Context: an optimization exercise on an open-source flow, tuned for small area and a short achievable clock period. The choices shown serve that exercise and are no tape-out recipe. In this exercise RTL edits were held to simulation tests only and were not proved equivalent to the original.

== 03-19 ==
// zzcpu
module zzcpu(
	input clk,
	input rst,
	output [15:0] light,
	output [17:0] Ram1Addr,
	input [15:0] Ram1Din,
	output [15:0] Ram1Dout,
	output Ram1Doe,
	output Ram1OE,
	output Ram1WE,
	output Ram1EN,
	output [17:0] Ram2Addr,
	input [15:0] Ram2Din,
	output [15:0] Ram2Dout,
	output Ram2Doe,
	output Ram2OE,
	output Ram2WE,
	output Ram2EN,
	input data_ready,
	input tbre,
	input tsre,
	output wrn,
	output rdn
    );
==> flow/config.mk <==
export PLATFORM = sky130hd
export DESIGN_NAME = zzcpu
export DESIGN_NICKNAME = zzcpu
export VERILOG_FILES = /design/flow/design.v
export SDC_FILE = /design/flow/constraint.sdc
export NUM_CORES = 4
export LEC_CHECK = 0
export CAP_MARGIN = 20
export CORE_MARGIN = 2
export CORE_UTILIZATION = 65
export CTS_BUF_LIST = sky130_fd_sc_hd__clkbuf_8 sky130_fd_sc_hd__clkbuf_16
export CTS_CLUSTER_DIAMETER = 60
export CTS_CLUSTER_SIZE = 20
export SLEW_MARGIN = 20
export SYNTH_HIERARCHICAL = 1
==> flow/constraint.sdc <==
create_clock -name core_clock -period 11.0 [get_ports {clk}]
set_input_delay 2.2000 -clock core_clock [delete_from_list [all_inputs] [get_ports {clk}]]
set_output_delay 2.2000 -clock core_clock [all_outputs]
set_load 0.01 [all_outputs]
standard.sh (not shown) runs the stock make flow with config.mk's settings and CLKGATE_MAP_FILE= SYNTH_SCRIPT=/design/flow/synth_recipe.tcl, a recipe that flattens the netlist after the stock synthesis.
==> flow/flow/run.sh <==
#!/bin/bash
set -euo pipefail
bash standard.sh SETUP_SLACK_MARGIN=7.0 'BUFFER_PORTS_ARGS=-buffer_cell sky130_fd_sc_hd__buf_2' finish > standard_flow.log 2>&1
Changes in 11-24 relative to 03-19:
--- a/flow/design.v
+++ b/flow/design.v
@@ -29,25 +29,26 @@
 	reg         nolock;      
 	reg [15:0]  p1l;         
 	reg         plock;       
 	reg [255:0] pt;          
 	reg         pend_v;      
 	reg [7:0]   pend_idx;
 	reg [15:0]  ir;
 	reg [3:0]   d_rA, d_rB;  
 	reg         d_uA, d_uB, d_jump, d_branch;
 	reg [1:0]   d_eqz;
 	reg         e_we, e_ld, e_st;
 	reg [3:0]   e_dst;
-	reg [15:0]  e_a, e_b, e_m;
+	reg [15:0]  e_a, e_m;
+	reg [15:0]  e_b;         
 	reg         e_sat;
 	reg         e_sub, e_and, e_or, e_sll, e_sra, e_eq, e_lt;
 	reg         m_we, m_ld, m_st;
 	reg [3:0]   m_dst;
 	reg [15:0]  m_res, m_data;
 	reg         m_z, m_ram2, m_u01;
 	reg         m_ram2n;     
 	reg         m_ram2h;     
 	reg         o_rdn, o_wrn, o_r1oe, o_r1we, o_r1en, o_r2oe, o_r2we;
 	reg         w_we;
 	reg [3:0]   w_dst;
 	reg [15:0]  w_res;
@@ -773,29 +774,29 @@
 	wire [15:0] imm;
 	wire [2:0]  alusrc;
 	wire        dec_ld, dec_st, dec_we;
 	wire [3:0]  aluop;
 	wire [54:0] ddec = decf(p1l, ir);
 	assign aluop = ddec[54:51];
 	assign imm = ddec[42:27];
 	assign alusrc = ddec[26:24];
 	assign dec_ld = ddec[7];
 	assign dec_st = ddec[6];
 	assign dec_we = ddec[5];
 	assign wdst = ddec[4:1];
-	wire [15:0] bx = e_b ^ {16{e_sub}};
+	wire [15:0] bx = e_b;
 	wire [16:0] sum1 = {e_a, 1'b1} + {bx, e_sub};
 	wire [15:0] sum = sum1[16:1];
 	wire        ne = |(e_a ^ e_b);
-	wire        lt = (e_a[15] ^ e_b[15]) ? e_a[15] : sum[15];
+	wire        lt = (e_a[15] == e_b[15]) ? e_a[15] : sum[15];
 	wire [15:0] shl = e_a << e_b[3:0];
 	wire [3:0]  sa = e_sat ? 4'd15 : e_b[3:0];
 	wire [15:0] shr = $signed(e_a) >>> sa;
 	wire        other = e_and | e_or | e_sll | e_sra | e_eq | e_lt;
 	wire [15:0] ores = ({16{e_and}} & (e_a & e_b))
 	                 | ({16{e_or}}  & (e_a | e_b))
 	                 | ({16{e_sll}} & shl)
 	                 | ({16{e_sra}} & shr)
 	                 | {15'd0, (e_eq & ne) | (e_lt & lt)};
 	wire [15:0] alu = other ? ores : sum;
 	wire [15:0] kp = e_a ^ bx;
 	wire [15:0] kg = e_a | bx;
@@ -1000,25 +1001,25 @@
 			o_r1oe <= x_ram1 && e_st;
 			o_r1we <= !(x_ram1 && e_st);
 			o_r1en <= !(x_ram1 && x_acc);
 			o_r2oe <= x_ram2 && e_st;
 			o_r2we <= !(x_ram2 && e_st);
 			w_we <= m_we;
 		end
 	end
 	wire [15:0] bsel = (alusrc == 3'b001) ? valB : imm;
 	always @(posedge clk) begin
 		e_dst <= wdst;
 		e_a <= valA;
-		e_b <= bsel;
+		e_b <= bsel ^ {16{(aluop == 4'b0110) || (aluop == 4'b1000)}};
 		e_sat <= (alusrc == 3'b001) ? hiB_or : |imm[15:4];
 		e_m <= valB;
 		e_sub <= (aluop == 4'b0110) || (aluop == 4'b1000);
 		e_and <= (aluop == 4'b0001);
 		e_or  <= (aluop == 4'b0010);
 		e_sll <= (aluop == 4'b0011);
 		e_sra <= (aluop == 4'b0101);
 		e_eq  <= (aluop == 4'b0111);
 		e_lt  <= (aluop == 4'b1000);
 		m_dst <= e_dst;
 		m_res <= alu;
 		m_data <= e_m;
Results
Summary — proportion of layout cells with a drive suffix above 1, 11-24 relative to 03-19: lower, by 0.49 points.
Compared with 03-19, 11-24 shows worst setup slack for register-to-register paths higher by 0.06 ns.
11-24 vs 03-19 — total number of multi-input combinational cells dropped 66.
met1 routed wirelength after detailed routing in 11-24 is 0.95% below 03-19.
Slew at the pin closest to its max-slew limit ends up higher on 11-24.
11-24 can be clocked faster than 03-19.
| clock buffer count | lower: 11-24 |
As far as number of setup violations in the final report goes, 11-24 and 03-19 are indistinguishable; the numbers are identical.
Design area on 11-24 is ahead of 03-19.
Per the comparison of 11-24 with 03-19, largest stage delay on the critical path lower, simple-gate share of the synthesized area shows no meaningful change.

==> port drivers added, routing unchanged <==
How much do the figures lean on ideal ports? The routed layouts below were timed once more, with nothing changed but the port constraints.
Step 1: set_driving_cell puts a clkbuf_16 on clk and a buf_2 on each other input, an assumption about the parent block.
Step 2 adds t to the input delays and takes it off the output delays; t is the mean of the earliest and latest rising clock arrival at the registers after step 1. Input paths then give back, and output paths get back, about the clock's delay inside the block.
Slacks: ideal / step 1 / step 2; pairs: ideal / step 1.
run	t, ns	setup slack, ns	hold WS [ns]	clock arrival spread, ns
03-19	0.693	6.820 / 6.753 / 6.176	0.327 / 0.327 / 0.327	0.042 / 0.042
11-24	0.692	6.882 / 6.816 / 6.217	0.331 / 0.331 / 0.331	0.056 / 0.056
After both steps every run listed still meets setup and hold. The setup slack of 11-24, which loses most, moves by -0.066 ns with the drivers and by -0.665 ns with both steps.
